This design comes from an exercise in tuning for small area, a short achievable clock period and few clock cycles on the open sky130 flow, not from production work.
Only simulation tests tie the RTL to the original design; equivalence was not proved.

File: flow/config.mk
export PLATFORM = sky130hd
export DESIGN_NAME = calc_ops
export DESIGN_NICKNAME = calc_ops
export VERILOG_FILES = /design/flow/design.v
export SDC_FILE = /design/flow/constraint.sdc
export NUM_CORES = 4
export LEC_CHECK = 0
export CAP_MARGIN = 20
export CORE_MARGIN = 2
export CORE_UTILIZATION = 50
export SLEW_MARGIN = 20
export TNS_END_PERCENT = 0
File: flow/constraint.sdc
create_clock -name core_clock -period 11.0 [get_ports {clk}]
set_input_delay 2.2000 -clock core_clock [delete_from_list [all_inputs] [get_ports {clk}]]
set_output_delay 2.2000 -clock core_clock [all_outputs]
set_load 0.01 [all_outputs]
File: flow/design.v
module adder (
    input  [55:0] a,
    input  [55:0] b,
    input         ci,
    output [55:0] sum
);
    wire [56:0] t = {a, 1'b1} + {b, ci};
    assign sum = t[56:1];
endmodule
module shift (
    input  [47:0] a,
    input  [3:0]  o1,
    input  [3:0]  o2,
    input  [2:0]  o3,
    output [47:0] c
);
    wire [47:0] t1 = ({48{o1[0]}} & a)        | ({48{o1[1]}} & (a << 1)) |
                     ({48{o1[2]}} & (a << 2)) | ({48{o1[3]}} & (a << 3));
    wire [47:0] t2 = ({48{o2[0]}} & t1)        | ({48{o2[1]}} & (t1 << 4)) |
                     ({48{o2[2]}} & (t1 << 8)) | ({48{o2[3]}} & (t1 << 12));
    assign c = ({48{o3[0]}} & t2) | ({48{o3[1]}} & (t2 << 16)) | ({48{o3[2]}} & (t2 << 32));
endmodule
module mul (
    input  [47:0] x,         
    input  [11:0] bd,        
    input  [11:0] bdn,       
    input         negp,      
    input  [51:0] s,
    input  [51:0] c,
    output [51:0] s_n,       
    output [51:0] c_n,
    output [7:0]  sb,        
    output [7:0]  cb,
    output        negp_n
);
    function [49:0] brow(input [2:0] e, input [2:0] eh, input [47:0] xx);
        reg [49:0] lo, hi;
        begin
            lo = {~e[2],  ({49{e[0]}}  & {1'b0, xx} | {49{e[1]}}  & {xx, 1'b0}) ^ {49{e[2]}}};
            hi = {~eh[2], ({49{eh[0]}} & {1'b0, xx} | {49{eh[1]}} & {xx, 1'b0}) ^ {49{eh[2]}}};
            brow = {hi[49:25], lo[24:0]};
        end
    endfunction
    wire [2:0] e1 = bd[2:0];
    wire [2:0] e2 = bd[5:3];
    wire [2:0] e3 = bd[8:6];
    wire [2:0] e4 = bd[11:9];
    wire [11:0] bh = ~bdn;
    wire [49:0] r1 = brow(e1, bh[2:0], x);
    wire [49:0] r2 = brow(e2, bh[5:3], x);
    wire [49:0] r3 = brow(e3, bh[8:6], x);
    wire [49:0] r4 = brow(e4, bh[11:9], x);
    wire [51:0] a_s = s;
    wire [51:0] b_s = c;
    wire nb0 = negp;
    wire n1 = e1[2];
    wire n2 = e2[2];
    wire n3 = e3[2];
    assign negp_n = e4[2];
    wire hs0;
    wire hc0;
    wire hs1;
    wire hc1;
    wire fs2;
    wire fc2;
    wire hs3;
    wire hc3;
    wire fs4;
    wire fc4;
    wire hs5;
    wire hc5;
    wire fs6;
    wire fc6;
    wire fs7;
    wire fc7;
    wire fs8;
    wire fc8;
    wire fs9;
    wire fc9;
    wire fs10;
    wire fc10;
    wire fs11;
    wire fc11;
    wire fs12;
    wire fc12;
    wire fs13;
    wire fc13;
    wire fs14;
    wire fc14;
    wire fs15;
    wire fc15;
    wire fs16;
    wire fc16;
    wire fs17;
    wire fc17;
    wire fs18;
    wire fc18;
    wire fs19;
    wire fc19;
    wire fs20;
    wire fc20;
    wire fs21;
    wire fc21;
    wire fs22;
    wire fc22;
    wire fs23;
    wire fc23;
    wire fs24;
    wire fc24;
    wire fs25;
    wire fc25;
    wire fs26;
    wire fc26;
    wire fs27;
    wire fc27;
    wire fs28;
    wire fc28;
    wire fs29;
    wire fc29;
    wire fs30;
    wire fc30;
    wire fs31;
    wire fc31;
    wire fs32;
    wire fc32;
    wire fs33;
    wire fc33;
    wire fs34;
    wire fc34;
    wire fs35;
    wire fc35;
    wire fs36;
    wire fc36;
    wire fs37;
    wire fc37;
    wire fs38;
    wire fc38;
    wire fs39;
    wire fc39;
    wire fs40;
    wire fc40;
    wire fs41;
    wire fc41;
    wire fs42;
    wire fc42;
    wire fs43;
    wire fc43;
    wire fs44;
    wire fc44;
    wire fs45;
    wire fc45;
    wire fs46;
    wire fc46;
    wire fs47;
    wire fc47;
    wire fs48;
    wire fc48;
    wire fs49;
    wire fc49;
    wire fs50;
    wire fc50;
    wire fs51;
    wire fc51;
    wire fs52;
    wire fc52;
    wire fs53;
    wire fc53;
    wire fs54;
    wire fc54;
    wire fs55;
    wire fc55;
    wire fs56;
    wire fc56;
    wire fs57;
    wire fc57;
    wire fs58;
    wire fc58;
    wire fs59;
    wire fc59;
    wire fs60;
    wire fc60;
    wire fs61;
    wire fc61;
    wire fs62;
    wire fc62;
    wire fs63;
    wire fc63;
    wire fs64;
    wire fc64;
    wire fs65;
    wire fc65;
    wire fs66;
    wire fc66;
    wire fs67;
    wire fc67;
    wire fs68;
    wire fc68;
    wire fs69;
    wire fc69;
    wire fs70;
    wire fc70;
    wire fs71;
    wire fc71;
    wire fs72;
    wire fc72;
    wire fs73;
    wire fc73;
    wire fs74;
    wire fc74;
    wire fs75;
    wire fc75;
    wire fs76;
    wire fc76;
    wire fs77;
    wire fc77;
    wire fs78;
    wire fc78;
    wire fs79;
    wire fc79;
    wire fs80;
    wire fc80;
    wire fs81;
    wire fc81;
    wire fs82;
    wire fc82;
    wire fs83;
    wire fc83;
    wire fs84;
    wire fc84;
    wire fs85;
    wire fc85;
    wire fs86;
    wire fc86;
    wire fs87;
    wire fc87;
    wire fs88;
    wire fc88;
    wire fs89;
    wire fc89;
    wire fs90;
    wire fc90;
    wire fs91;
    wire fc91;
    wire fs92;
    wire fc92;
    wire fs93;
    wire fc93;
    wire fs94;
    wire fc94;
    wire hs95;
    wire hc95;
    wire hs96;
    wire hc96;
    wire fs97;
    wire fc97;
    wire fs98;
    wire fc98;
    wire fs99;
    wire fc99;
    wire fs100;
    wire fc100;
    wire fs101;
    wire fc101;
    wire fs102;
    wire fc102;
    wire fs103;
    wire fc103;
    wire fs104;
    wire fc104;
    wire fs105;
    wire fc105;
    wire fs106;
    wire fc106;
    wire fs107;
    wire fc107;
    wire fs108;
    wire fc108;
    wire fs109;
    wire fc109;
    wire fs110;
    wire fc110;
    wire fs111;
    wire fc111;
    wire fs112;
    wire fc112;
    wire fs113;
    wire fc113;
    wire fs114;
    wire fc114;
    wire fs115;
    wire fc115;
    wire fs116;
    wire fc116;
    wire fs117;
    wire fc117;
    wire fs118;
    wire fc118;
    wire fs119;
    wire fc119;
    wire fs120;
    wire fc120;
    wire fs121;
    wire fc121;
    wire fs122;
    wire fc122;
    wire fs123;
    wire fc123;
    wire fs124;
    wire fc124;
    wire fs125;
    wire fc125;
    wire fs126;
    wire fc126;
    wire fs127;
    wire fc127;
    wire fs128;
    wire fc128;
    wire fs129;
    wire fc129;
    wire fs130;
    wire fc130;
    wire fs131;
    wire fc131;
    wire fs132;
    wire fc132;
    wire fs133;
    wire fc133;
    wire fs134;
    wire fc134;
    wire fs135;
    wire fc135;
    wire fs136;
    wire fc136;
    wire fs137;
    wire fc137;
    wire fs138;
    wire fc138;
    wire fs139;
    wire fc139;
    wire fs140;
    wire fc140;
    wire fs141;
    wire fc141;
    wire fs142;
    wire fc142;
    wire fs143;
    wire fc143;
    wire fs144;
    wire fc144;
    wire fs145;
    wire fc145;
    wire fs146;
    wire fc146;
    wire hs147;
    wire hc147;
    wire hs148;
    wire hc148;
    wire hs149;
    wire hc149;
    wire fs150;
    wire fc150;
    wire fs151;
    wire fc151;
    wire fs152;
    wire fc152;
    wire fs153;
    wire fc153;
    wire fs154;
    wire fc154;
    wire fs155;
    wire fc155;
    wire fs156;
    wire fc156;
    wire fs157;
    wire fc157;
    wire fs158;
    wire fc158;
    wire fs159;
    wire fc159;
    wire fs160;
    wire fc160;
    wire fs161;
    wire fc161;
    wire fs162;
    wire fc162;
    wire fs163;
    wire fc163;
    wire fs164;
    wire fc164;
    wire fs165;
    wire fc165;
    wire fs166;
    wire fc166;
    wire fs167;
    wire fc167;
    wire fs168;
    wire fc168;
    wire fs169;
    wire fc169;
    wire fs170;
    wire fc170;
    wire fs171;
    wire fc171;
    wire fs172;
    wire fc172;
    wire fs173;
    wire fc173;
    wire fs174;
    wire fc174;
    wire fs175;
    wire fc175;
    wire fs176;
    wire fc176;
    wire fs177;
    wire fc177;
    wire fs178;
    wire fc178;
    wire fs179;
    wire fc179;
    wire fs180;
    wire fc180;
    wire fs181;
    wire fc181;
    wire fs182;
    wire fc182;
    wire fs183;
    wire fc183;
    wire fs184;
    wire fc184;
    wire fs185;
    wire fc185;
    wire fs186;
    wire fc186;
    wire fs187;
    wire fc187;
    wire fs188;
    wire fc188;
    wire fs189;
    wire fc189;
    wire fs190;
    wire fc190;
    wire fs191;
    wire fc191;
    wire fs192;
    wire fc192;
    wire fs193;
    wire fc193;
    wire fs194;
    wire fc194;
    wire fs195;
    wire fc195;
    wire fs196;
    wire fc196;
    wire fs197;
    wire fc197;
    wire fs198;
    wire fc198;
    wire fs199;
    wire fc199;
    wire fs200;
    wire fc200;
    wire fs201;
    wire fc201;
    wire fs202;
    wire fc202;
    wire fs203;
    wire fc203;
    wire hs204;
    wire hc204;
    assign hs0 = a_s[4] ^ b_s[4];
    assign hc0 = a_s[4] & b_s[4];
    assign hs1 = a_s[5] ^ b_s[5];
    assign hc1 = a_s[5] & b_s[5];
    assign fs2 = a_s[6] ^ b_s[6] ^ n3;
    assign fc2 = (a_s[6] & b_s[6]) | (a_s[6] & n3) | (b_s[6] & n3);
    assign hs3 = r1[4] ^ r2[2];
    assign hc3 = r1[4] & r2[2];
    assign fs4 = a_s[7] ^ b_s[7] ^ r1[5];
    assign fc4 = (a_s[7] & b_s[7]) | (a_s[7] & r1[5]) | (b_s[7] & r1[5]);
    assign hs5 = r2[3] ^ r3[1];
    assign hc5 = r2[3] & r3[1];
    assign fs6 = a_s[8] ^ b_s[8] ^ r1[6];
    assign fc6 = (a_s[8] & b_s[8]) | (a_s[8] & r1[6]) | (b_s[8] & r1[6]);
    assign fs7 = r2[4] ^ r3[2] ^ r4[0];
    assign fc7 = (r2[4] & r3[2]) | (r2[4] & r4[0]) | (r3[2] & r4[0]);
    assign fs8 = a_s[9] ^ b_s[9] ^ r1[7];
    assign fc8 = (a_s[9] & b_s[9]) | (a_s[9] & r1[7]) | (b_s[9] & r1[7]);
    assign fs9 = r2[5] ^ r3[3] ^ r4[1];
    assign fc9 = (r2[5] & r3[3]) | (r2[5] & r4[1]) | (r3[3] & r4[1]);
    assign fs10 = a_s[10] ^ b_s[10] ^ r1[8];
    assign fc10 = (a_s[10] & b_s[10]) | (a_s[10] & r1[8]) | (b_s[10] & r1[8]);
    assign fs11 = r2[6] ^ r3[4] ^ r4[2];
    assign fc11 = (r2[6] & r3[4]) | (r2[6] & r4[2]) | (r3[4] & r4[2]);
    assign fs12 = a_s[11] ^ b_s[11] ^ r1[9];
    assign fc12 = (a_s[11] & b_s[11]) | (a_s[11] & r1[9]) | (b_s[11] & r1[9]);
    assign fs13 = r2[7] ^ r3[5] ^ r4[3];
    assign fc13 = (r2[7] & r3[5]) | (r2[7] & r4[3]) | (r3[5] & r4[3]);
    assign fs14 = a_s[12] ^ b_s[12] ^ r1[10];
    assign fc14 = (a_s[12] & b_s[12]) | (a_s[12] & r1[10]) | (b_s[12] & r1[10]);
    assign fs15 = r2[8] ^ r3[6] ^ r4[4];
    assign fc15 = (r2[8] & r3[6]) | (r2[8] & r4[4]) | (r3[6] & r4[4]);
    assign fs16 = a_s[13] ^ b_s[13] ^ r1[11];
    assign fc16 = (a_s[13] & b_s[13]) | (a_s[13] & r1[11]) | (b_s[13] & r1[11]);
    assign fs17 = r2[9] ^ r3[7] ^ r4[5];
    assign fc17 = (r2[9] & r3[7]) | (r2[9] & r4[5]) | (r3[7] & r4[5]);
    assign fs18 = a_s[14] ^ b_s[14] ^ r1[12];
    assign fc18 = (a_s[14] & b_s[14]) | (a_s[14] & r1[12]) | (b_s[14] & r1[12]);
    assign fs19 = r2[10] ^ r3[8] ^ r4[6];
    assign fc19 = (r2[10] & r3[8]) | (r2[10] & r4[6]) | (r3[8] & r4[6]);
    assign fs20 = a_s[15] ^ b_s[15] ^ r1[13];
    assign fc20 = (a_s[15] & b_s[15]) | (a_s[15] & r1[13]) | (b_s[15] & r1[13]);
    assign fs21 = r2[11] ^ r3[9] ^ r4[7];
    assign fc21 = (r2[11] & r3[9]) | (r2[11] & r4[7]) | (r3[9] & r4[7]);
    assign fs22 = a_s[16] ^ b_s[16] ^ r1[14];
    assign fc22 = (a_s[16] & b_s[16]) | (a_s[16] & r1[14]) | (b_s[16] & r1[14]);
    assign fs23 = r2[12] ^ r3[10] ^ r4[8];
    assign fc23 = (r2[12] & r3[10]) | (r2[12] & r4[8]) | (r3[10] & r4[8]);
    assign fs24 = a_s[17] ^ b_s[17] ^ r1[15];
    assign fc24 = (a_s[17] & b_s[17]) | (a_s[17] & r1[15]) | (b_s[17] & r1[15]);
    assign fs25 = r2[13] ^ r3[11] ^ r4[9];
    assign fc25 = (r2[13] & r3[11]) | (r2[13] & r4[9]) | (r3[11] & r4[9]);
    assign fs26 = a_s[18] ^ b_s[18] ^ r1[16];
    assign fc26 = (a_s[18] & b_s[18]) | (a_s[18] & r1[16]) | (b_s[18] & r1[16]);
    assign fs27 = r2[14] ^ r3[12] ^ r4[10];
    assign fc27 = (r2[14] & r3[12]) | (r2[14] & r4[10]) | (r3[12] & r4[10]);
    assign fs28 = a_s[19] ^ b_s[19] ^ r1[17];
    assign fc28 = (a_s[19] & b_s[19]) | (a_s[19] & r1[17]) | (b_s[19] & r1[17]);
    assign fs29 = r2[15] ^ r3[13] ^ r4[11];
    assign fc29 = (r2[15] & r3[13]) | (r2[15] & r4[11]) | (r3[13] & r4[11]);
    assign fs30 = a_s[20] ^ b_s[20] ^ r1[18];
    assign fc30 = (a_s[20] & b_s[20]) | (a_s[20] & r1[18]) | (b_s[20] & r1[18]);
    assign fs31 = r2[16] ^ r3[14] ^ r4[12];
    assign fc31 = (r2[16] & r3[14]) | (r2[16] & r4[12]) | (r3[14] & r4[12]);
    assign fs32 = a_s[21] ^ b_s[21] ^ r1[19];
    assign fc32 = (a_s[21] & b_s[21]) | (a_s[21] & r1[19]) | (b_s[21] & r1[19]);
    assign fs33 = r2[17] ^ r3[15] ^ r4[13];
    assign fc33 = (r2[17] & r3[15]) | (r2[17] & r4[13]) | (r3[15] & r4[13]);
    assign fs34 = a_s[22] ^ b_s[22] ^ r1[20];
    assign fc34 = (a_s[22] & b_s[22]) | (a_s[22] & r1[20]) | (b_s[22] & r1[20]);
    assign fs35 = r2[18] ^ r3[16] ^ r4[14];
    assign fc35 = (r2[18] & r3[16]) | (r2[18] & r4[14]) | (r3[16] & r4[14]);
    assign fs36 = a_s[23] ^ b_s[23] ^ r1[21];
    assign fc36 = (a_s[23] & b_s[23]) | (a_s[23] & r1[21]) | (b_s[23] & r1[21]);
    assign fs37 = r2[19] ^ r3[17] ^ r4[15];
    assign fc37 = (r2[19] & r3[17]) | (r2[19] & r4[15]) | (r3[17] & r4[15]);
    assign fs38 = a_s[24] ^ b_s[24] ^ r1[22];
    assign fc38 = (a_s[24] & b_s[24]) | (a_s[24] & r1[22]) | (b_s[24] & r1[22]);
    assign fs39 = r2[20] ^ r3[18] ^ r4[16];
    assign fc39 = (r2[20] & r3[18]) | (r2[20] & r4[16]) | (r3[18] & r4[16]);
    assign fs40 = a_s[25] ^ b_s[25] ^ r1[23];
    assign fc40 = (a_s[25] & b_s[25]) | (a_s[25] & r1[23]) | (b_s[25] & r1[23]);
    assign fs41 = r2[21] ^ r3[19] ^ r4[17];
    assign fc41 = (r2[21] & r3[19]) | (r2[21] & r4[17]) | (r3[19] & r4[17]);
    assign fs42 = a_s[26] ^ b_s[26] ^ r1[24];
    assign fc42 = (a_s[26] & b_s[26]) | (a_s[26] & r1[24]) | (b_s[26] & r1[24]);
    assign fs43 = r2[22] ^ r3[20] ^ r4[18];
    assign fc43 = (r2[22] & r3[20]) | (r2[22] & r4[18]) | (r3[20] & r4[18]);
    assign fs44 = a_s[27] ^ b_s[27] ^ r1[25];
    assign fc44 = (a_s[27] & b_s[27]) | (a_s[27] & r1[25]) | (b_s[27] & r1[25]);
    assign fs45 = r2[23] ^ r3[21] ^ r4[19];
    assign fc45 = (r2[23] & r3[21]) | (r2[23] & r4[19]) | (r3[21] & r4[19]);
    assign fs46 = a_s[28] ^ b_s[28] ^ r1[26];
    assign fc46 = (a_s[28] & b_s[28]) | (a_s[28] & r1[26]) | (b_s[28] & r1[26]);
    assign fs47 = r2[24] ^ r3[22] ^ r4[20];
    assign fc47 = (r2[24] & r3[22]) | (r2[24] & r4[20]) | (r3[22] & r4[20]);
    assign fs48 = a_s[29] ^ b_s[29] ^ r1[27];
    assign fc48 = (a_s[29] & b_s[29]) | (a_s[29] & r1[27]) | (b_s[29] & r1[27]);
    assign fs49 = r2[25] ^ r3[23] ^ r4[21];
    assign fc49 = (r2[25] & r3[23]) | (r2[25] & r4[21]) | (r3[23] & r4[21]);
    assign fs50 = a_s[30] ^ b_s[30] ^ r1[28];
    assign fc50 = (a_s[30] & b_s[30]) | (a_s[30] & r1[28]) | (b_s[30] & r1[28]);
    assign fs51 = r2[26] ^ r3[24] ^ r4[22];
    assign fc51 = (r2[26] & r3[24]) | (r2[26] & r4[22]) | (r3[24] & r4[22]);
    assign fs52 = a_s[31] ^ b_s[31] ^ r1[29];
    assign fc52 = (a_s[31] & b_s[31]) | (a_s[31] & r1[29]) | (b_s[31] & r1[29]);
    assign fs53 = r2[27] ^ r3[25] ^ r4[23];
    assign fc53 = (r2[27] & r3[25]) | (r2[27] & r4[23]) | (r3[25] & r4[23]);
    assign fs54 = a_s[32] ^ b_s[32] ^ r1[30];
    assign fc54 = (a_s[32] & b_s[32]) | (a_s[32] & r1[30]) | (b_s[32] & r1[30]);
    assign fs55 = r2[28] ^ r3[26] ^ r4[24];
    assign fc55 = (r2[28] & r3[26]) | (r2[28] & r4[24]) | (r3[26] & r4[24]);
    assign fs56 = a_s[33] ^ b_s[33] ^ r1[31];
    assign fc56 = (a_s[33] & b_s[33]) | (a_s[33] & r1[31]) | (b_s[33] & r1[31]);
    assign fs57 = r2[29] ^ r3[27] ^ r4[25];
    assign fc57 = (r2[29] & r3[27]) | (r2[29] & r4[25]) | (r3[27] & r4[25]);
    assign fs58 = a_s[34] ^ b_s[34] ^ r1[32];
    assign fc58 = (a_s[34] & b_s[34]) | (a_s[34] & r1[32]) | (b_s[34] & r1[32]);
    assign fs59 = r2[30] ^ r3[28] ^ r4[26];
    assign fc59 = (r2[30] & r3[28]) | (r2[30] & r4[26]) | (r3[28] & r4[26]);
    assign fs60 = a_s[35] ^ b_s[35] ^ r1[33];
    assign fc60 = (a_s[35] & b_s[35]) | (a_s[35] & r1[33]) | (b_s[35] & r1[33]);
    assign fs61 = r2[31] ^ r3[29] ^ r4[27];
    assign fc61 = (r2[31] & r3[29]) | (r2[31] & r4[27]) | (r3[29] & r4[27]);
    assign fs62 = a_s[36] ^ b_s[36] ^ r1[34];
    assign fc62 = (a_s[36] & b_s[36]) | (a_s[36] & r1[34]) | (b_s[36] & r1[34]);
    assign fs63 = r2[32] ^ r3[30] ^ r4[28];
    assign fc63 = (r2[32] & r3[30]) | (r2[32] & r4[28]) | (r3[30] & r4[28]);
    assign fs64 = a_s[37] ^ b_s[37] ^ r1[35];
    assign fc64 = (a_s[37] & b_s[37]) | (a_s[37] & r1[35]) | (b_s[37] & r1[35]);
    assign fs65 = r2[33] ^ r3[31] ^ r4[29];
    assign fc65 = (r2[33] & r3[31]) | (r2[33] & r4[29]) | (r3[31] & r4[29]);
    assign fs66 = a_s[38] ^ b_s[38] ^ r1[36];
    assign fc66 = (a_s[38] & b_s[38]) | (a_s[38] & r1[36]) | (b_s[38] & r1[36]);
    assign fs67 = r2[34] ^ r3[32] ^ r4[30];
    assign fc67 = (r2[34] & r3[32]) | (r2[34] & r4[30]) | (r3[32] & r4[30]);
    assign fs68 = a_s[39] ^ b_s[39] ^ r1[37];
    assign fc68 = (a_s[39] & b_s[39]) | (a_s[39] & r1[37]) | (b_s[39] & r1[37]);
    assign fs69 = r2[35] ^ r3[33] ^ r4[31];
    assign fc69 = (r2[35] & r3[33]) | (r2[35] & r4[31]) | (r3[33] & r4[31]);
    assign fs70 = a_s[40] ^ b_s[40] ^ r1[38];
    assign fc70 = (a_s[40] & b_s[40]) | (a_s[40] & r1[38]) | (b_s[40] & r1[38]);
    assign fs71 = r2[36] ^ r3[34] ^ r4[32];
    assign fc71 = (r2[36] & r3[34]) | (r2[36] & r4[32]) | (r3[34] & r4[32]);
    assign fs72 = a_s[41] ^ b_s[41] ^ r1[39];
    assign fc72 = (a_s[41] & b_s[41]) | (a_s[41] & r1[39]) | (b_s[41] & r1[39]);
    assign fs73 = r2[37] ^ r3[35] ^ r4[33];
    assign fc73 = (r2[37] & r3[35]) | (r2[37] & r4[33]) | (r3[35] & r4[33]);
    assign fs74 = a_s[42] ^ b_s[42] ^ r1[40];
    assign fc74 = (a_s[42] & b_s[42]) | (a_s[42] & r1[40]) | (b_s[42] & r1[40]);
    assign fs75 = r2[38] ^ r3[36] ^ r4[34];
    assign fc75 = (r2[38] & r3[36]) | (r2[38] & r4[34]) | (r3[36] & r4[34]);
    assign fs76 = a_s[43] ^ b_s[43] ^ r1[41];
    assign fc76 = (a_s[43] & b_s[43]) | (a_s[43] & r1[41]) | (b_s[43] & r1[41]);
    assign fs77 = r2[39] ^ r3[37] ^ r4[35];
    assign fc77 = (r2[39] & r3[37]) | (r2[39] & r4[35]) | (r3[37] & r4[35]);
    assign fs78 = a_s[44] ^ b_s[44] ^ r1[42];
    assign fc78 = (a_s[44] & b_s[44]) | (a_s[44] & r1[42]) | (b_s[44] & r1[42]);
    assign fs79 = r2[40] ^ r3[38] ^ r4[36];
    assign fc79 = (r2[40] & r3[38]) | (r2[40] & r4[36]) | (r3[38] & r4[36]);
    assign fs80 = a_s[45] ^ b_s[45] ^ r1[43];
    assign fc80 = (a_s[45] & b_s[45]) | (a_s[45] & r1[43]) | (b_s[45] & r1[43]);
    assign fs81 = r2[41] ^ r3[39] ^ r4[37];
    assign fc81 = (r2[41] & r3[39]) | (r2[41] & r4[37]) | (r3[39] & r4[37]);
    assign fs82 = a_s[46] ^ b_s[46] ^ r1[44];
    assign fc82 = (a_s[46] & b_s[46]) | (a_s[46] & r1[44]) | (b_s[46] & r1[44]);
    assign fs83 = r2[42] ^ r3[40] ^ r4[38];
    assign fc83 = (r2[42] & r3[40]) | (r2[42] & r4[38]) | (r3[40] & r4[38]);
    assign fs84 = a_s[47] ^ b_s[47] ^ r1[45];
    assign fc84 = (a_s[47] & b_s[47]) | (a_s[47] & r1[45]) | (b_s[47] & r1[45]);
    assign fs85 = r2[43] ^ r3[41] ^ r4[39];
    assign fc85 = (r2[43] & r3[41]) | (r2[43] & r4[39]) | (r3[41] & r4[39]);
    assign fs86 = a_s[48] ^ b_s[48] ^ r1[46];
    assign fc86 = (a_s[48] & b_s[48]) | (a_s[48] & r1[46]) | (b_s[48] & r1[46]);
    assign fs87 = r2[44] ^ r3[42] ^ r4[40];
    assign fc87 = (r2[44] & r3[42]) | (r2[44] & r4[40]) | (r3[42] & r4[40]);
    assign fs88 = a_s[49] ^ b_s[49] ^ r1[47];
    assign fc88 = (a_s[49] & b_s[49]) | (a_s[49] & r1[47]) | (b_s[49] & r1[47]);
    assign fs89 = r2[45] ^ r3[43] ^ r4[41];
    assign fc89 = (r2[45] & r3[43]) | (r2[45] & r4[41]) | (r3[43] & r4[41]);
    assign fs90 = a_s[50] ^ b_s[50] ^ r1[48];
    assign fc90 = (a_s[50] & b_s[50]) | (a_s[50] & r1[48]) | (b_s[50] & r1[48]);
    assign fs91 = r2[46] ^ r3[44] ^ r4[42];
    assign fc91 = (r2[46] & r3[44]) | (r2[46] & r4[42]) | (r3[44] & r4[42]);
    assign fs92 = a_s[51] ^ b_s[51] ^ r1[49];
    assign fc92 = (a_s[51] & b_s[51]) | (a_s[51] & r1[49]) | (b_s[51] & r1[49]);
    assign fs93 = r2[47] ^ r3[45] ^ r4[43];
    assign fc93 = (r2[47] & r3[45]) | (r2[47] & r4[43]) | (r3[45] & r4[43]);
    assign fs94 = 1'b1 ^ r2[48] ^ r3[46];
    assign fc94 = (1'b1 & r2[48]) | (1'b1 & r3[46]) | (r2[48] & r3[46]);
    assign hs95 = a_s[2] ^ b_s[2];
    assign hc95 = a_s[2] & b_s[2];
    assign hs96 = a_s[3] ^ b_s[3];
    assign hc96 = a_s[3] & b_s[3];
    assign fs97 = n2 ^ hs0 ^ r1[2];
    assign fc97 = (n2 & hs0) | (n2 & r1[2]) | (hs0 & r1[2]);
    assign fs98 = hc0 ^ hs1 ^ r1[3];
    assign fc98 = (hc0 & hs1) | (hc0 & r1[3]) | (hs1 & r1[3]);
    assign fs99 = hc1 ^ r3[0] ^ fs2;
    assign fc99 = (hc1 & r3[0]) | (hc1 & fs2) | (r3[0] & fs2);
    assign fs100 = fc2 ^ hc3 ^ hs5;
    assign fc100 = (fc2 & hc3) | (fc2 & hs5) | (hc3 & hs5);
    assign fs101 = hc5 ^ fc4 ^ fs6;
    assign fc101 = (hc5 & fc4) | (hc5 & fs6) | (fc4 & fs6);
    assign fs102 = fc6 ^ fc7 ^ fs8;
    assign fc102 = (fc6 & fc7) | (fc6 & fs8) | (fc7 & fs8);
    assign fs103 = fc8 ^ fc9 ^ fs10;
    assign fc103 = (fc8 & fc9) | (fc8 & fs10) | (fc9 & fs10);
    assign fs104 = fc10 ^ fc11 ^ fs12;
    assign fc104 = (fc10 & fc11) | (fc10 & fs12) | (fc11 & fs12);
    assign fs105 = fc12 ^ fc13 ^ fs14;
    assign fc105 = (fc12 & fc13) | (fc12 & fs14) | (fc13 & fs14);
    assign fs106 = fc14 ^ fc15 ^ fs16;
    assign fc106 = (fc14 & fc15) | (fc14 & fs16) | (fc15 & fs16);
    assign fs107 = fc16 ^ fc17 ^ fs18;
    assign fc107 = (fc16 & fc17) | (fc16 & fs18) | (fc17 & fs18);
    assign fs108 = fc18 ^ fc19 ^ fs20;
    assign fc108 = (fc18 & fc19) | (fc18 & fs20) | (fc19 & fs20);
    assign fs109 = fc20 ^ fc21 ^ fs22;
    assign fc109 = (fc20 & fc21) | (fc20 & fs22) | (fc21 & fs22);
    assign fs110 = fc22 ^ fc23 ^ fs24;
    assign fc110 = (fc22 & fc23) | (fc22 & fs24) | (fc23 & fs24);
    assign fs111 = fc24 ^ fc25 ^ fs26;
    assign fc111 = (fc24 & fc25) | (fc24 & fs26) | (fc25 & fs26);
    assign fs112 = fc26 ^ fc27 ^ fs28;
    assign fc112 = (fc26 & fc27) | (fc26 & fs28) | (fc27 & fs28);
    assign fs113 = fc28 ^ fc29 ^ fs30;
    assign fc113 = (fc28 & fc29) | (fc28 & fs30) | (fc29 & fs30);
    assign fs114 = fc30 ^ fc31 ^ fs32;
    assign fc114 = (fc30 & fc31) | (fc30 & fs32) | (fc31 & fs32);
    assign fs115 = fc32 ^ fc33 ^ fs34;
    assign fc115 = (fc32 & fc33) | (fc32 & fs34) | (fc33 & fs34);
    assign fs116 = fc34 ^ fc35 ^ fs36;
    assign fc116 = (fc34 & fc35) | (fc34 & fs36) | (fc35 & fs36);
    assign fs117 = fc36 ^ fc37 ^ fs38;
    assign fc117 = (fc36 & fc37) | (fc36 & fs38) | (fc37 & fs38);
    assign fs118 = fc38 ^ fc39 ^ fs40;
    assign fc118 = (fc38 & fc39) | (fc38 & fs40) | (fc39 & fs40);
    assign fs119 = fc40 ^ fc41 ^ fs42;
    assign fc119 = (fc40 & fc41) | (fc40 & fs42) | (fc41 & fs42);
    assign fs120 = fc42 ^ fc43 ^ fs44;
    assign fc120 = (fc42 & fc43) | (fc42 & fs44) | (fc43 & fs44);
    assign fs121 = fc44 ^ fc45 ^ fs46;
    assign fc121 = (fc44 & fc45) | (fc44 & fs46) | (fc45 & fs46);
    assign fs122 = fc46 ^ fc47 ^ fs48;
    assign fc122 = (fc46 & fc47) | (fc46 & fs48) | (fc47 & fs48);
    assign fs123 = fc48 ^ fc49 ^ fs50;
    assign fc123 = (fc48 & fc49) | (fc48 & fs50) | (fc49 & fs50);
    assign fs124 = fc50 ^ fc51 ^ fs52;
    assign fc124 = (fc50 & fc51) | (fc50 & fs52) | (fc51 & fs52);
    assign fs125 = fc52 ^ fc53 ^ fs54;
    assign fc125 = (fc52 & fc53) | (fc52 & fs54) | (fc53 & fs54);
    assign fs126 = fc54 ^ fc55 ^ fs56;
    assign fc126 = (fc54 & fc55) | (fc54 & fs56) | (fc55 & fs56);
    assign fs127 = fc56 ^ fc57 ^ fs58;
    assign fc127 = (fc56 & fc57) | (fc56 & fs58) | (fc57 & fs58);
    assign fs128 = fc58 ^ fc59 ^ fs60;
    assign fc128 = (fc58 & fc59) | (fc58 & fs60) | (fc59 & fs60);
    assign fs129 = fc60 ^ fc61 ^ fs62;
    assign fc129 = (fc60 & fc61) | (fc60 & fs62) | (fc61 & fs62);
    assign fs130 = fc62 ^ fc63 ^ fs64;
    assign fc130 = (fc62 & fc63) | (fc62 & fs64) | (fc63 & fs64);
    assign fs131 = fc64 ^ fc65 ^ fs66;
    assign fc131 = (fc64 & fc65) | (fc64 & fs66) | (fc65 & fs66);
    assign fs132 = fc66 ^ fc67 ^ fs68;
    assign fc132 = (fc66 & fc67) | (fc66 & fs68) | (fc67 & fs68);
    assign fs133 = fc68 ^ fc69 ^ fs70;
    assign fc133 = (fc68 & fc69) | (fc68 & fs70) | (fc69 & fs70);
    assign fs134 = fc70 ^ fc71 ^ fs72;
    assign fc134 = (fc70 & fc71) | (fc70 & fs72) | (fc71 & fs72);
    assign fs135 = fc72 ^ fc73 ^ fs74;
    assign fc135 = (fc72 & fc73) | (fc72 & fs74) | (fc73 & fs74);
    assign fs136 = fc74 ^ fc75 ^ fs76;
    assign fc136 = (fc74 & fc75) | (fc74 & fs76) | (fc75 & fs76);
    assign fs137 = fc76 ^ fc77 ^ fs78;
    assign fc137 = (fc76 & fc77) | (fc76 & fs78) | (fc77 & fs78);
    assign fs138 = fc78 ^ fc79 ^ fs80;
    assign fc138 = (fc78 & fc79) | (fc78 & fs80) | (fc79 & fs80);
    assign fs139 = fc80 ^ fc81 ^ fs82;
    assign fc139 = (fc80 & fc81) | (fc80 & fs82) | (fc81 & fs82);
    assign fs140 = fc82 ^ fc83 ^ fs84;
    assign fc140 = (fc82 & fc83) | (fc82 & fs84) | (fc83 & fs84);
    assign fs141 = fc84 ^ fc85 ^ fs86;
    assign fc141 = (fc84 & fc85) | (fc84 & fs86) | (fc85 & fs86);
    assign fs142 = fc86 ^ fc87 ^ fs88;
    assign fc142 = (fc86 & fc87) | (fc86 & fs88) | (fc87 & fs88);
    assign fs143 = fc88 ^ fc89 ^ fs90;
    assign fc143 = (fc88 & fc89) | (fc88 & fs90) | (fc89 & fs90);
    assign fs144 = fc90 ^ fc91 ^ fs92;
    assign fc144 = (fc90 & fc91) | (fc90 & fs92) | (fc91 & fs92);
    assign fs145 = r4[44] ^ fc92 ^ fc93;
    assign fc145 = (r4[44] & fc92) | (r4[44] & fc93) | (fc92 & fc93);
    assign fs146 = r2[49] ^ r3[47] ^ r4[45];
    assign fc146 = (r2[49] & r3[47]) | (r2[49] & r4[45]) | (r3[47] & r4[45]);
    assign hs147 = 1'b1 ^ r3[48];
    assign hc147 = 1'b1 & r3[48];
    assign hs148 = a_s[0] ^ b_s[0];
    assign hc148 = a_s[0] & b_s[0];
    assign hs149 = a_s[1] ^ b_s[1];
    assign hc149 = a_s[1] & b_s[1];
    assign fs150 = n1 ^ hs95 ^ r1[0];
    assign fc150 = (n1 & hs95) | (n1 & r1[0]) | (hs95 & r1[0]);
    assign fs151 = hc95 ^ hs96 ^ r1[1];
    assign fc151 = (hc95 & hs96) | (hc95 & r1[1]) | (hs96 & r1[1]);
    assign fs152 = hc96 ^ r2[0] ^ fs97;
    assign fc152 = (hc96 & r2[0]) | (hc96 & fs97) | (r2[0] & fs97);
    assign fs153 = r2[1] ^ fc97 ^ fs98;
    assign fc153 = (r2[1] & fc97) | (r2[1] & fs98) | (fc97 & fs98);
    assign fs154 = hs3 ^ fc98 ^ fs99;
    assign fc154 = (hs3 & fc98) | (hs3 & fs99) | (fc98 & fs99);
    assign fs155 = fs4 ^ fc99 ^ fs100;
    assign fc155 = (fs4 & fc99) | (fs4 & fs100) | (fc99 & fs100);
    assign fs156 = fs7 ^ fc100 ^ fs101;
    assign fc156 = (fs7 & fc100) | (fs7 & fs101) | (fc100 & fs101);
    assign fs157 = fs9 ^ fc101 ^ fs102;
    assign fc157 = (fs9 & fc101) | (fs9 & fs102) | (fc101 & fs102);
    assign fs158 = fs11 ^ fc102 ^ fs103;
    assign fc158 = (fs11 & fc102) | (fs11 & fs103) | (fc102 & fs103);
    assign fs159 = fs13 ^ fc103 ^ fs104;
    assign fc159 = (fs13 & fc103) | (fs13 & fs104) | (fc103 & fs104);
    assign fs160 = fs15 ^ fc104 ^ fs105;
    assign fc160 = (fs15 & fc104) | (fs15 & fs105) | (fc104 & fs105);
    assign fs161 = fs17 ^ fc105 ^ fs106;
    assign fc161 = (fs17 & fc105) | (fs17 & fs106) | (fc105 & fs106);
    assign fs162 = fs19 ^ fc106 ^ fs107;
    assign fc162 = (fs19 & fc106) | (fs19 & fs107) | (fc106 & fs107);
    assign fs163 = fs21 ^ fc107 ^ fs108;
    assign fc163 = (fs21 & fc107) | (fs21 & fs108) | (fc107 & fs108);
    assign fs164 = fs23 ^ fc108 ^ fs109;
    assign fc164 = (fs23 & fc108) | (fs23 & fs109) | (fc108 & fs109);
    assign fs165 = fs25 ^ fc109 ^ fs110;
    assign fc165 = (fs25 & fc109) | (fs25 & fs110) | (fc109 & fs110);
    assign fs166 = fs27 ^ fc110 ^ fs111;
    assign fc166 = (fs27 & fc110) | (fs27 & fs111) | (fc110 & fs111);
    assign fs167 = fs29 ^ fc111 ^ fs112;
    assign fc167 = (fs29 & fc111) | (fs29 & fs112) | (fc111 & fs112);
    assign fs168 = fs31 ^ fc112 ^ fs113;
    assign fc168 = (fs31 & fc112) | (fs31 & fs113) | (fc112 & fs113);
    assign fs169 = fs33 ^ fc113 ^ fs114;
    assign fc169 = (fs33 & fc113) | (fs33 & fs114) | (fc113 & fs114);
    assign fs170 = fs35 ^ fc114 ^ fs115;
    assign fc170 = (fs35 & fc114) | (fs35 & fs115) | (fc114 & fs115);
    assign fs171 = fs37 ^ fc115 ^ fs116;
    assign fc171 = (fs37 & fc115) | (fs37 & fs116) | (fc115 & fs116);
    assign fs172 = fs39 ^ fc116 ^ fs117;
    assign fc172 = (fs39 & fc116) | (fs39 & fs117) | (fc116 & fs117);
    assign fs173 = fs41 ^ fc117 ^ fs118;
    assign fc173 = (fs41 & fc117) | (fs41 & fs118) | (fc117 & fs118);
    assign fs174 = fs43 ^ fc118 ^ fs119;
    assign fc174 = (fs43 & fc118) | (fs43 & fs119) | (fc118 & fs119);
    assign fs175 = fs45 ^ fc119 ^ fs120;
    assign fc175 = (fs45 & fc119) | (fs45 & fs120) | (fc119 & fs120);
    assign fs176 = fs47 ^ fc120 ^ fs121;
    assign fc176 = (fs47 & fc120) | (fs47 & fs121) | (fc120 & fs121);
    assign fs177 = fs49 ^ fc121 ^ fs122;
    assign fc177 = (fs49 & fc121) | (fs49 & fs122) | (fc121 & fs122);
    assign fs178 = fs51 ^ fc122 ^ fs123;
    assign fc178 = (fs51 & fc122) | (fs51 & fs123) | (fc122 & fs123);
    assign fs179 = fs53 ^ fc123 ^ fs124;
    assign fc179 = (fs53 & fc123) | (fs53 & fs124) | (fc123 & fs124);
    assign fs180 = fs55 ^ fc124 ^ fs125;
    assign fc180 = (fs55 & fc124) | (fs55 & fs125) | (fc124 & fs125);
    assign fs181 = fs57 ^ fc125 ^ fs126;
    assign fc181 = (fs57 & fc125) | (fs57 & fs126) | (fc125 & fs126);
    assign fs182 = fs59 ^ fc126 ^ fs127;
    assign fc182 = (fs59 & fc126) | (fs59 & fs127) | (fc126 & fs127);
    assign fs183 = fs61 ^ fc127 ^ fs128;
    assign fc183 = (fs61 & fc127) | (fs61 & fs128) | (fc127 & fs128);
    assign fs184 = fs63 ^ fc128 ^ fs129;
    assign fc184 = (fs63 & fc128) | (fs63 & fs129) | (fc128 & fs129);
    assign fs185 = fs65 ^ fc129 ^ fs130;
    assign fc185 = (fs65 & fc129) | (fs65 & fs130) | (fc129 & fs130);
    assign fs186 = fs67 ^ fc130 ^ fs131;
    assign fc186 = (fs67 & fc130) | (fs67 & fs131) | (fc130 & fs131);
    assign fs187 = fs69 ^ fc131 ^ fs132;
    assign fc187 = (fs69 & fc131) | (fs69 & fs132) | (fc131 & fs132);
    assign fs188 = fs71 ^ fc132 ^ fs133;
    assign fc188 = (fs71 & fc132) | (fs71 & fs133) | (fc132 & fs133);
    assign fs189 = fs73 ^ fc133 ^ fs134;
    assign fc189 = (fs73 & fc133) | (fs73 & fs134) | (fc133 & fs134);
    assign fs190 = fs75 ^ fc134 ^ fs135;
    assign fc190 = (fs75 & fc134) | (fs75 & fs135) | (fc134 & fs135);
    assign fs191 = fs77 ^ fc135 ^ fs136;
    assign fc191 = (fs77 & fc135) | (fs77 & fs136) | (fc135 & fs136);
    assign fs192 = fs79 ^ fc136 ^ fs137;
    assign fc192 = (fs79 & fc136) | (fs79 & fs137) | (fc136 & fs137);
    assign fs193 = fs81 ^ fc137 ^ fs138;
    assign fc193 = (fs81 & fc137) | (fs81 & fs138) | (fc137 & fs138);
    assign fs194 = fs83 ^ fc138 ^ fs139;
    assign fc194 = (fs83 & fc138) | (fs83 & fs139) | (fc138 & fs139);
    assign fs195 = fs85 ^ fc139 ^ fs140;
    assign fc195 = (fs85 & fc139) | (fs85 & fs140) | (fc139 & fs140);
    assign fs196 = fs87 ^ fc140 ^ fs141;
    assign fc196 = (fs87 & fc140) | (fs87 & fs141) | (fc140 & fs141);
    assign fs197 = fs89 ^ fc141 ^ fs142;
    assign fc197 = (fs89 & fc141) | (fs89 & fs142) | (fc141 & fs142);
    assign fs198 = fs91 ^ fc142 ^ fs143;
    assign fc198 = (fs91 & fc142) | (fs91 & fs143) | (fc142 & fs143);
    assign fs199 = fs93 ^ fc143 ^ fs144;
    assign fc199 = (fs93 & fc143) | (fs93 & fs144) | (fc143 & fs144);
    assign fs200 = fs94 ^ fc144 ^ fs145;
    assign fc200 = (fs94 & fc144) | (fs94 & fs145) | (fc144 & fs145);
    assign fs201 = fc94 ^ fs146 ^ fc145;
    assign fc201 = (fc94 & fs146) | (fc94 & fc145) | (fs146 & fc145);
    assign fs202 = r4[46] ^ hs147 ^ fc146;
    assign fc202 = (r4[46] & hs147) | (r4[46] & fc146) | (hs147 & fc146);
    assign fs203 = r3[49] ^ r4[47] ^ hc147;
    assign fc203 = (r3[49] & r4[47]) | (r3[49] & hc147) | (r4[47] & hc147);
    assign hs204 = 1'b1 ^ r4[48];
    assign hc204 = 1'b1 & r4[48];
    wire [59:0] so = {1'b0, 1'b1, r4[49], hs204, fs203, fs202, fc200, fc199, fc198, fc197, fc196, fc195, fc194, fc193, fc192, fc191, fc190, fc189, fc188, fc187, fc186, fc185, fc184, fc183, fc182, fc181, fc180, fc179, fc178, fc177, fc176, fc175, fc174, fc173, fc172, fc171, fc170, fc169, fc168, fc167, fc166, fc165, fc164, fc163, fc162, fc161, fc160, fc159, fc158, fc157, fc156, fc155, fc154, fc153, fc152, fc151, fc150, hc149, hc148, nb0};
    wire [59:0] co = {1'b0, 1'b0, hc204, fc203, fc202, fc201, fs201, fs200, fs199, fs198, fs197, fs196, fs195, fs194, fs193, fs192, fs191, fs190, fs189, fs188, fs187, fs186, fs185, fs184, fs183, fs182, fs181, fs180, fs179, fs178, fs177, fs176, fs175, fs174, fs173, fs172, fs171, fs170, fs169, fs168, fs167, fs166, fs165, fs164, fs163, fs162, fs161, fs160, fs159, fs158, fs157, fs156, fs155, fs154, fs153, fs152, fs151, fs150, hs149, hs148};
    assign s_n = so[59:8];
    assign c_n = co[59:8];
    assign sb = so[7:0];
    assign cb = co[7:0];
endmodule
module calc_ops (
    input           clk,
    input           rst,
    input  [47:0]   add_a,
    input           add_empty,
    output          add_rden,
    output [47:0]   add_c,
    output          add_wren,
    input  [47:0]   shl_a,
    input           shl_empty,
    output          shl_rden,
    output [47:0]   shl_c,
    output          shl_wren,
    input  [47:0]   mul_a,
    input           mul_empty,
    output          mul_rden,
    output [47:0]   mul_c,
    output          mul_wren
);
reg        st_idle, st_capx, st_capy, st_exec, st_iter, st_hi, st_lo;
reg  [2:0] cur;          
reg  [2:0] last;         
reg  [2:0] pend;         
reg  [2:0] rden;
reg  [2:0] wren;
reg  [2:0] it;           
wire [2:0] empty = {mul_empty, shl_empty, add_empty};
wire [2:0] popx = rden & ~empty & ~({3{st_capx}} & cur);
wire [2:0] req  = pend | popx;
wire [2:0] g_after0 = req[1] ? 3'b010 : req[2] ? 3'b100 : req[0] ? 3'b001 : 3'b000;
wire [2:0] g_after1 = req[2] ? 3'b100 : req[0] ? 3'b001 : req[1] ? 3'b010 : 3'b000;
wire [2:0] g_after2 = req[0] ? 3'b001 : req[1] ? 3'b010 : req[2] ? 3'b100 : 3'b000;
wire [2:0] gsel = last[0] ? g_after0 : last[1] ? g_after1 : g_after2;
wire [2:0] grant = st_idle ? gsel : 3'b000;
wire       go = |grant;
wire       it_last = (it == 3'd5);
always @(posedge clk) begin
    if (rst) begin
        st_idle <= 1'b1;
        st_capx <= 1'b0;
        st_capy <= 1'b0;
        st_exec <= 1'b0;
        st_iter <= 1'b0;
        st_hi   <= 1'b0;
        st_lo   <= 1'b0;
        cur     <= 3'b000;
        last    <= 3'b100;
        pend    <= 3'b000;
        rden    <= 3'b111;
        wren    <= 3'b000;
        it      <= 3'd0;
    end else begin
        st_idle <= (st_idle & ~go) | st_exec | st_lo;
        st_capx <= go;
        st_capy <= st_capx;
        st_exec <= st_capy & ~cur[2];
        st_iter <= (st_capy & cur[2]) | (st_iter & ~it_last);
        st_hi   <= st_iter & it_last;
        st_lo   <= st_hi;
        it      <= st_iter ? it + 3'd1 : 3'd0;
        if (go) begin
            cur  <= grant;
            last <= grant;
        end
        pend <= (pend | popx) & ~grant;
        rden <= ~((pend | popx) & ~grant);
        wren <= cur & {3{st_exec | st_hi | st_lo}};
    end
end
assign add_rden = rden[0];
assign shl_rden = rden[1];
assign mul_rden = rden[2];
assign add_wren = wren[0];
assign shl_wren = wren[1];
assign mul_wren = wren[2];
wire [47:0] a_sel = ({48{cur[0]}} & add_a) | ({48{cur[1]}} & shl_a) | ({48{cur[2]}} & mul_a);
reg  [47:0] x;           
reg  [47:0] y;           
reg  [51:0] s, c;        
reg  [7:0]  sb, cb;      
reg         cy;          
reg         negp;
reg  [11:0] bd;          
reg  [11:0] bdn;         
reg         it0;         
reg  [3:0]  sh_o1;       
reg  [3:0]  sh_o2;       
reg  [2:0]  sh_o3;       
reg         sel_lo;      
reg         sel_sum;     
reg  [47:0] acc;         
function [2:0] benc(input y2, input y1, input y0);
    benc = {y2 & ~(y1 & y0),
            (y2 & ~y1 & ~y0) | (~y2 & y1 & y0),
            y1 ^ y0};
endfunction
function [11:0] bdig(input [9:0] v);
    bdig = {benc(v[9], v[8], v[7]), benc(v[7], v[6], v[5]), benc(v[5], v[4], v[3]),
            benc(v[3], v[2], v[1])};
endfunction
wire [51:0] s_n, c_n;
wire [7:0]  sb_n, cb_n;
wire        negp_n;
mul u_mul (
    .x      (x),
    .bd     (bd),
    .bdn    (bdn),
    .negp   (negp),
    .s      (s),
    .c      (c),
    .s_n    (s_n),
    .c_n    (c_n),
    .sb     (sb_n),
    .cb     (cb_n),
    .negp_n (negp_n)
);
wire [55:0] sum;
adder u_adder (
    .a   ({s[47:0], sb}),
    .b   ({c[47:0], cb}),
    .ci  (cy),
    .sum (sum)
);
wire [9:0] lo_t = {1'b0, sb, 1'b1} + {1'b0, cb, cy};
wire [8:0] lo_byte = lo_t[9:1];    
wire [47:0] shl_res;
shift u_shift (
    .a  (c[47:0]),
    .o1 (sh_o1),
    .o2 (sh_o2),
    .o3 (sh_o3),
    .c  (shl_res)
);
wire shl_big = (|a_sel[47:6]) | (a_sel[5] & a_sel[4]);    
wire shl_go  = st_capy & cur[1] & ~shl_big;
always @(posedge clk) begin
    if (st_capx)
        x <= a_sel;
    if (st_capy) begin
        y  <= a_sel;
        bd <= bdig(a_sel[9:0]);
        bdn <= ~bdig(a_sel[9:0]);
        s  <= cur[2] ? {4'd0, x & {48{a_sel[0]}}} : {4'd0, a_sel};
        c  <= cur[2] ? {~a_sel[1], a_sel[1], a_sel[1], ~x & {48{a_sel[1]}}, a_sel[1]}
                     : {4'd0, x};
        negp <= a_sel[1];
        sb <= 8'd0;
        cb <= 8'd0;
        cy <= 1'b0;
    end else begin
        y  <= {it0 ? 8'd0 : lo_byte[7:0], y[47:8]};
        bd <= bdig(y[17:8]);
        bdn <= ~bdig(y[17:8]);
        s  <= s_n;
        c  <= c_n;
        sb <= sb_n;
        cb <= cb_n;
        cy <= it0 ? 1'b0 : lo_byte[8];
        negp <= negp_n;
    end
    it0    <= st_capy;
    sh_o1 <= {a_sel[1:0] == 2'd3, a_sel[1:0] == 2'd2, a_sel[1:0] == 2'd1, a_sel[1:0] == 2'd0};
    sh_o2 <= {a_sel[3:2] == 2'd3, a_sel[3:2] == 2'd2, a_sel[3:2] == 2'd1, a_sel[3:2] == 2'd0};
    sh_o3 <= {3{shl_go}} & {a_sel[5:4] == 2'd2, a_sel[5:4] == 2'd1, a_sel[5:4] == 2'd0};
    sel_lo  <= st_hi;
    sel_sum <= ~(st_capy & cur[1]) & ~st_hi;
    acc <= ({48{sel_lo}} & y) | shl_res | ({48{sel_sum}} & sum[55:8]);
end
assign add_c = acc;
assign shl_c = acc;
assign mul_c = acc;
endmodule
File: flow/flow/run.sh
#!/bin/bash
# Own layout flow: the standard ORFS flow, with the port buffers made of
# sky130_fd_sc_hd__buf_1, a clock tree of fewer, larger leaf clusters and
# timing repair aimed below the clock period (the SDC and the clock period
# are unchanged).  make's full output goes to flow_make.log; ORFS keeps each
# step's log under orfs/logs.
set -euo pipefail
MARGIN=${MARGIN:-8.0}
bash standard.sh \
  "BUFFER_PORTS_ARGS=-buffer_cell sky130_fd_sc_hd__buf_1" \
  "CTS_ARGS=-sink_clustering_enable -repair_clock_nets -sink_clustering_size 20 -sink_clustering_max_diameter 80 -buf_list sky130_fd_sc_hd__clkbuf_16 -dont_use_dummy_load" \
  "SETUP_SLACK_MARGIN=$MARGIN" \
  finish > flow_make.log 2>&1
File: flow/standard.sh
#!/bin/bash
# synth_recipe.tcl (not shown) runs the flow's synth.tcl, then flattens the netlist and writes it again
# the make line also repeats each setting of config.mk as NAME=value (left out here)
make -C /OpenROAD-flow-scripts/flow DESIGN_CONFIG=/design/flow/config.mk WORK_HOME=/design/flow/orfs CLKGATE_MAP_FILE= SYNTH_SCRIPT=/design/flow/synth_recipe.tcl "${@:-finish}"
==> results of run 1 <==
repair_timing:
item / in CTS / in global routing
endpoints found under the setup margin: 326 / 317
gates resized for setup: 76 / 43
buffers inserted: 47 / 14
pin swaps: 36 / 23
cloned: 0 / 1
final cells by class:
cell class                      instances  share of cell area, %
Tap cell                              672                   3.02
Sequential cell                       325                   25.4
Antenna cell                            4                 0.0360
Inverter                              131                   1.78
Timing Repair Buffer                  406                   7.24
Multi-Input combinational cell       2130                   60.3
Clock buffer                           25                   2.25
sequential cells by signal, indices dropped and copies added, names as in the netlist, 3 cells and up:
register  cells
bdn          12
it            3
cur           3
c            52
wren          3
cb            8
y            48
sh_o3         3
x            48
bd           12
rden          3
acc          48
sh_o1         4
sb            8
sh_o2         4
s            51
pend          3
critical path: stages:
cell and delay [ps]:
buf_1 110, a222oi_1 340, buf_4 230, nand4_1 160, nor4_4 350, nand4_1 240
nor3_1 200
metal layers:
layer | routed length (µm) | vias to the layer above | GRT usage, %
met3 | 14500 | 190 | 12.9
met4 | 3590 | 8 | 11.5
met1 | 41000 | 12000 | 52.2
met2 | 44900 | 1607 | 57.7
met5 | 142 | - | 0
li1 | - | 10600 | -
stage by stage:
stage | utilization [%] | instances | hold slack, ps | instance area, µm²
finish | 55.2 | 3693 | 386 | 27800
global route | 55.2 | 3690 | 390 | 27800
CTS | 54.6 | 3674 | 385 | 27500
detailed placement | 52.1 | 3602 | 375 | 26200
global placement | 52.0 | 3599 | 376 | 26200
floorplan | - | 2943 | 329 | 25600
worst paths after layout:
| path | from | end | slack, ps | cells past startpoint |
|---|---|---|---|---|
| setup / recovery | mul_a[6] | sh_o3[2]$_DFF_P_ | 7680 | 7 |
| hold / removal | st_hi$_SDFF_PP0_ | sel_lo$_DFF_P_ | 390 | 0 |
| setup reg to reg | c[4]$_DFF_P_ | acc[34]$_DFF_P_ | 7690 | 11 |
| hold reg to reg | st_hi$_SDFF_PP0_ | sel_lo$_DFF_P_ | 390 | 0 |
Yosys cell counts, types with 72 or more instances:
master	instances
a31oi_1	78
buf_4	96
a21oi_1	219
inv_1	107
o21ai_0	72
nand2_1	194
clkbuf_1	226
nor2_1	297
xnor2_1	227
o22ai_1	96
fa_1	192
a22oi_1	273
dfxtp_1	277
cell families after synthesis:
| family | Yosys count |
|---|---|
| adders and majority gates | 264 |
| and+or+nand+nor | 629 |
| DFF | 325 |
| muxes | 27 |
| AOI/OAI and AO/OA | 964 |
| xor gates and xnor gates | 246 |
| buffers and inverters | 488 |
cells in the final DEF (no fill, tap or decap), types with 10 or more instances in the layout:
cell type and instances:
a22o_1 15, dfxtp_2 35, clkinv_1 23, o22ai_1 96, inv_1 107, mux2i_1 23, a222oi_1 65, clkbuf_16 26
buf_4 99, nand4_1 29, fa_1 192, ha_1 57, xor2_1 19, xnor2_1 226, nand2_1 194, nor3_1 14
nand2b_1 10, dfxtp_1 234, a21o_1 25, nand3_1 19, o21bai_1 15, a21oi_1 215, buf_1 292, edfxtp_1 48
a31oi_1 74, a221oi_1 13, nor2_1 297, a22oi_1 273, nor2b_1 20, o21ai_0 71, o21ai_1 15
==> results.sh, run 1 <==
export IMPL_cts_buffers=25
export IMPL_post_route_period_util_pct=30.2
export IMPL_synth_top_area_share_pct=21.7
export IMPL_wl_per_cell_um=28.2
export IMPL_multi_input_area_um2=16800
export IMPL_port_buffers=298
export IMPL_worstSkewPairLatency_ps=590
export IMPL_drt_initial_drc_count=3393
export IMPL_status="timing/DRC/antenna clean"
export IMPL_die_w_um=230
export IMPL_cts_buffer_depth=3
export IMPL_synth_area_leaders="dfxtp_1 22%, fa_1 15%, a22oi_1 8.0%, xnor2_1 7.8%, edfxtp_1 5.6%"
export IMPL_syn_to_final_growth_pct=8.62
export IMPL_synth_area_um2=25600
export IMPL_muxShareOfSynthArea_pct=1.08
export IMPL_synth_simple_gate_area_share_pct=10.5
export IMPL_avgViaCountPerCell=6.60
export IMPL_firstDrtPassIters=10
export IMPL_overflow=0
export IMPL_fill_cells=4673
export IMPL_final_seq_area_um2=7060
export IMPL_synthDistinctLibCells=70
export IMPL_synth_edf_count=48
export IMPL_worst_slack_ps=7680
export IMPL_path_class="input pin to flip-flop"
export IMPL_synth_compound_area_share_pct=25.6
export IMPL_end_kind="flip-flop"
export IMPL_clk_pin_slew_ps=90
export IMPL_detail_route_antenna_nets=0
export IMPL_critPathMaxFanout=4
export IMPL_htreeDepth=1
export IMPL_rows=82
export IMPL_seq_area_frac_synth_pct=27.3
export IMPL_cts_tree="built"
export IMPL_setup_violations=0
export IMPL_ys_async_sr_fraction_pct=0
export IMPL_vias=24400
export IMPL_finalNetCount=3431
export IMPL_grt_max_degree=201
export IMPL_cts_sinks=325
export IMPL_grt_pass1_vias=23000
export IMPL_min_period_ps=3320
export IMPL_synthCells=2943
export IMPL_tightestPinTransition_ps=1010
export IMPL_clock_skew_ps=45.3
export IMPL_place_hpwl_mm=75.1
export IMPL_ys_flop_type="dfxtp_1"
export IMPL_avgSynthCellArea_um2=8.70
export IMPL_grt_total_usage_pct=38.4
export IMPL_die_area_um2=53000
export IMPL_die_y_um=230
export IMPL_drive_above_1_share_pct=8.29
export IMPL_synth_ff_latch_count=325
export IMPL_cts_hold_buf=0
export IMPL_fmax_mhz=301
export IMPL_ios=299
export IMPL_final_max_slew_violation_count=0
export IMPL_grt_pass1_wl_mm=152
export IMPL_cap_violations=0
export IMPL_arrival_ps=3830
export IMPL_synth_top_family_by_area="compound AO/OA/AOI/OAI gates"
export IMPL_relSlewSlack_pct=32.3
export IMPL_ctsRootBufferMaster="clkbuf_16"
export IMPL_hold_viol_final=0
export IMPL_drc=0
export IMPL_hold_class="flip-flop to flip-flop"
export IMPL_synthAdderAreaFrac_pct=18.5
export IMPL_syn_nets=3355
export IMPL_totalWireLength_mm=104
export IMPL_yosysTopAreaCell="dfxtp_1"
export IMPL_antenna_found_initial=8
export IMPL_start_util_pct=50.8
export IMPL_rsz0062_at_grt="yes"
export IMPL_synth_xor_area_share_pct=8.42
export IMPL_yosysWarnings=2
export IMPL_place_ws_ps=6720
export IMPL_design_core_area_um2=50400
export IMPL_critPathLaunchType="input pin"
export IMPL_place_congestion=0.969
export IMPL_tns_ps=0
export IMPL_worstPathRequired_ps=11510
Testbench counts, summed over its fixed seeds: cycles 13,821.
==> inputs of run 2 (changes only) <==
--- a/flow/design.v
+++ b/flow/design.v
@@ -972,6 +972,7 @@
 reg  [3:0]  sh_o1;       
 reg  [3:0]  sh_o2;       
 reg  [2:0]  sh_o3;       
+reg         sh_bh, sh_bl;    
 reg         sel_lo;      
 reg         sel_sum;     
 reg  [47:0] acc;         
@@ -1014,11 +1015,10 @@
     .a  (c[47:0]),
     .o1 (sh_o1),
     .o2 (sh_o2),
-    .o3 (sh_o3),
+    .o3 (sh_o3 & {3{~(sh_bh | sh_bl)}}),    
     .c  (shl_res)
 );
-wire shl_big = (|a_sel[47:6]) | (a_sel[5] & a_sel[4]);    
-wire shl_go  = st_capy & cur[1] & ~shl_big;
+wire shl_go = st_capy & cur[1];
 always @(posedge clk) begin
     if (st_capx)
         x <= a_sel;
@@ -1048,6 +1048,8 @@
     sh_o1 <= {a_sel[1:0] == 2'd3, a_sel[1:0] == 2'd2, a_sel[1:0] == 2'd1, a_sel[1:0] == 2'd0};
     sh_o2 <= {a_sel[3:2] == 2'd3, a_sel[3:2] == 2'd2, a_sel[3:2] == 2'd1, a_sel[3:2] == 2'd0};
     sh_o3 <= {3{shl_go}} & {a_sel[5:4] == 2'd2, a_sel[5:4] == 2'd1, a_sel[5:4] == 2'd0};
+    sh_bh <= |a_sel[47:27];
+    sh_bl <= |a_sel[26:6];
     sel_lo  <= st_hi;
     sel_sum <= ~(st_capy & cur[1]) & ~st_hi;
     acc <= ({48{sel_lo}} & y) | shl_res | ({48{sel_sum}} & sum[55:8]);
--- a/flow/config.mk
+++ b/flow/config.mk
@@ -7,6 +7,6 @@
 export LEC_CHECK = 0
 export CAP_MARGIN = 20
 export CORE_MARGIN = 2
-export CORE_UTILIZATION = 50
+export CORE_UTILIZATION = 60
 export SLEW_MARGIN = 20
 export TNS_END_PERCENT = 0
==> results.sh, run 2 <==
export IMPL_design_core_area_um2=42800
export IMPL_place_congestion=1.01
export IMPL_drt_initial_drc_count=3791
export IMPL_status="timing/DRC/antenna clean"
export IMPL_die_y_um=212
export IMPL_cts_sinks=327
export IMPL_hold_class="flip-flop to flip-flop"
export IMPL_wl_met3_mm=15.6
export IMPL_worstSkewPairLatency_ps=600
export IMPL_top_regs="c x52, s x51"
export IMPL_path_cells="a22oi_1 -> xnor2_1 -> fa_1 -> fa_1 -> fa_1 -> nor2_1 -> a21oi_1"
export IMPL_clk_pin_slew_ps=90
export IMPL_relSlewSlack_pct=19.9
export IMPL_htreeDepth=1
export IMPL_tightestPinTransition_ps=1200
export IMPL_detail_route_antenna_nets=0
export IMPL_port_buffers=298
export IMPL_hold_viol_final=0
export IMPL_ys_async_sr_fraction_pct=0
export IMPL_wl_per_cell_um=27.6
export IMPL_arrival_ps=3990
export IMPL_multi_input_area_um2=16600
export IMPL_path_class="flip-flop to flip-flop"
export IMPL_largest_register_ffs=52
export IMPL_syn_to_final_growth_pct=4.28
export IMPL_cap_violations=0
export IMPL_grt_pass1_vias=22900
export IMPL_final_max_slew_violation_count=0
export IMPL_routed_top_layer="met5"
export IMPL_final_cell_mix="304 x nor2_1, 298 x buf_1, 260 x dfxtp_1"
export IMPL_fill_cells=3746
export IMPL_seq_area_frac_synth_pct=27.2
export IMPL_finalNetCount=3388
export IMPL_whs_ps=400
export IMPL_avgSynthCellArea_um2=8.72
export IMPL_firstDrtPassIters=8
export IMPL_cts_tree="built"
export IMPL_grt_total_usage_pct=42.6
export IMPL_place_ws_ps=6760
export IMPL_drc=0
export IMPL_synth_edf_count=48
export IMPL_post_route_period_util_pct=31.9
export IMPL_tns_ps=0
export IMPL_cts_buffer_depth=3
export IMPL_synth_area_leaders="dfxtp_1 22%, fa_1 15%, xnor2_1 7.6%, a22oi_1 7.5%, edfxtp_1 5.6%"
export IMPL_synthDistinctLibCells=76
export IMPL_critPathMaxFanout=24
export IMPL_end_kind="flip-flop"
export IMPL_route_met2_wl_mm=41.0
export IMPL_overflow=0
export IMPL_synth_common_cells="304 x nor2_1, 279 x dfxtp_1, 257 x a22oi_1"
export IMPL_synth_top_area_share_pct=21.6
export IMPL_antenna_found_initial=2
export IMPL_final_seq_area_um2=7060
export IMPL_yosysWarnings=2
export IMPL_yosysTopAreaCell="dfxtp_1"
export IMPL_die_area_um2=44700
export IMPL_synth_area_um2=25800
export IMPL_vias=24400
export IMPL_critPathSlowestCell="dfxtp_1"
export IMPL_synth_ff_latch_count=327
export IMPL_start_util_pct=60.4
export IMPL_drive_above_1_share_pct=4.00
export IMPL_ctsRootBufferMaster="clkbuf_16"
export IMPL_syn_nets=3377
export IMPL_critPathLaunchType="flip-flop"
export IMPL_grt_max_degree=109
export IMPL_mostFrequentLayoutCell="nor2_1"
export IMPL_ios=299
export IMPL_rows=76
export IMPL_worst_slack_ps=7490
export IMPL_cts_buffers=25
export IMPL_regMostFlops="c"
export IMPL_place_hpwl_mm=71.1
export IMPL_die_w_um=212
export IMPL_fmax_mhz=285
export IMPL_clock_skew_ps=55.0
export IMPL_cts_hold_buf=0
export IMPL_synthCells=2965
export IMPL_setup_violations=0
export IMPL_worst_path_most_repeated_cell="fa_1"
export IMPL_ys_flop_type="dfxtp_1"
export IMPL_rsz0062_at_grt="yes"
export IMPL_grt_pass1_wl_mm=143
export IMPL_wl_met1_mm=36.7
export IMPL_yosysMostFrequentCell="nor2_1"
export IMPL_ff2ff_setup_slack_ps=7490
export IMPL_worstPathRequired_ps=11480
export IMPL_avgViaCountPerCell=6.93
export IMPL_totalWireLength_mm=97.1
export IMPL_critPathMaxStageDelay_ps=1090
export IMPL_min_period_ps=3510
run 2: area by class of cell:
class	instances	share of cell area [%]
clock buffer	25	2.32
tap	546	2.54
timing repair buffer	347	5.52
inverter	130	1.81
sequential	327	26.2
antenna	1	0.00929
multi-input combinational	2145	61.6
run 2: kinds of logic (layout without fill, tap and decap cells):
| logic type | Yosys count | in the layout | share of synthesized area [%] |
|---|---|---|---|
| other | 0 | 1 | 0 |
| buffers and inverters | 493 | 502 | 8.71 |
| DFF | 327 | 327 | 27.2 |
| and+or+nand+nor | 629 | 629 | 10.6 |
| muxes | 30 | 30 | 1.19 |
| xor gates and xnor gates | 247 | 247 | 8.37 |
| adders and majority gates | 264 | 264 | 18.3 |
| AOI/OAI and AO/OA | 975 | 975 | 25.6 |
run 2: stage by stage:
step | instance area [µm²] | utilization, % | cells
2_1_floorplan | 25800 | - | 2965
3_3_place_gp | 26200 | 61.2 | 3486
3_5_place_dp | 26200 | 61.2 | 3486
4_1_cts | 26900 | 62.8 | 3515
5_1_grt | 26900 | 63.0 | 3520
6_report | 26900 | 63.0 | 3521
run 2: worst max-delay path, delay by kind of cell (launching register included):
| kind | cells | cell delay [ps] |
|---|---|---|
| flops | 1 | 1090 |
| fa+ha+maj | 3 | 1560 |
| compound gates | 2 | 470 |
| simple gates | 1 | 50 |
| xor+xnor | 1 | 240 |
run 2: per-layer routing:
layer	GRT usage, %	vias to the layer above
li1	-	10500
met3	17.4	264
met4	13.9	4
met1	56.8	11700
met2	63.0	1883
met5	0	-
run 2: final timing paths:
check	endpoint	depth (start not counted)	startpoint
max	c[4]$_DFF_P_	7	bd[1]$_DFF_P_
min	sel_lo$_DFF_P_	0	st_hi$_SDFF_PP0_
max reg2reg	c[4]$_DFF_P_	7	bd[1]$_DFF_P_
min reg2reg	sel_lo$_DFF_P_	0	st_hi$_SDFF_PP0_
run 2: timing repair:
item / in CTS / in global routing
setup buffers: 4 / 5
gates resized for setup: 7 / 11
pin swaps: 5 / 5
hold endpoints to repair: 0 / 0
setup endpoints to repair: 304 / 324
Testbench counts of run 2, summed over its fixed seeds: cycles 13,821.

## separate check: timing with driven ports
In the flow no input, the clock included, has a driving cell. The finished layouts below were timed again as built, in two steps. Step 1: set_driving_cell puts a clkbuf_16 on clk and a buf_2 on each other input, an assumption about the parent block. Step 2 times the ports against the registers' clock, not the clock port: input delays grow and output delays shrink by t, the midpoint of the rising clock arrivals with the driver on. a / b / c = no drivers / after step 1 / after step 2; a / b = the first two.
run | shift t [ns] | slack for setup (ns) | worst setup path after step 2 | worst slew at a driven data input, ns
run 1 | 0.628 | 7.683 / 7.641 / 7.094 | input to register | 0.09
run 2 | 0.635 | 7.492 / 7.492 / 6.900 | input to register | 0.07
After both steps setup and hold are still met in every run listed. For run 2, which loses most, drivers alone change the setup slack by 0.000 ns; drivers and shift together by -0.592 ns.
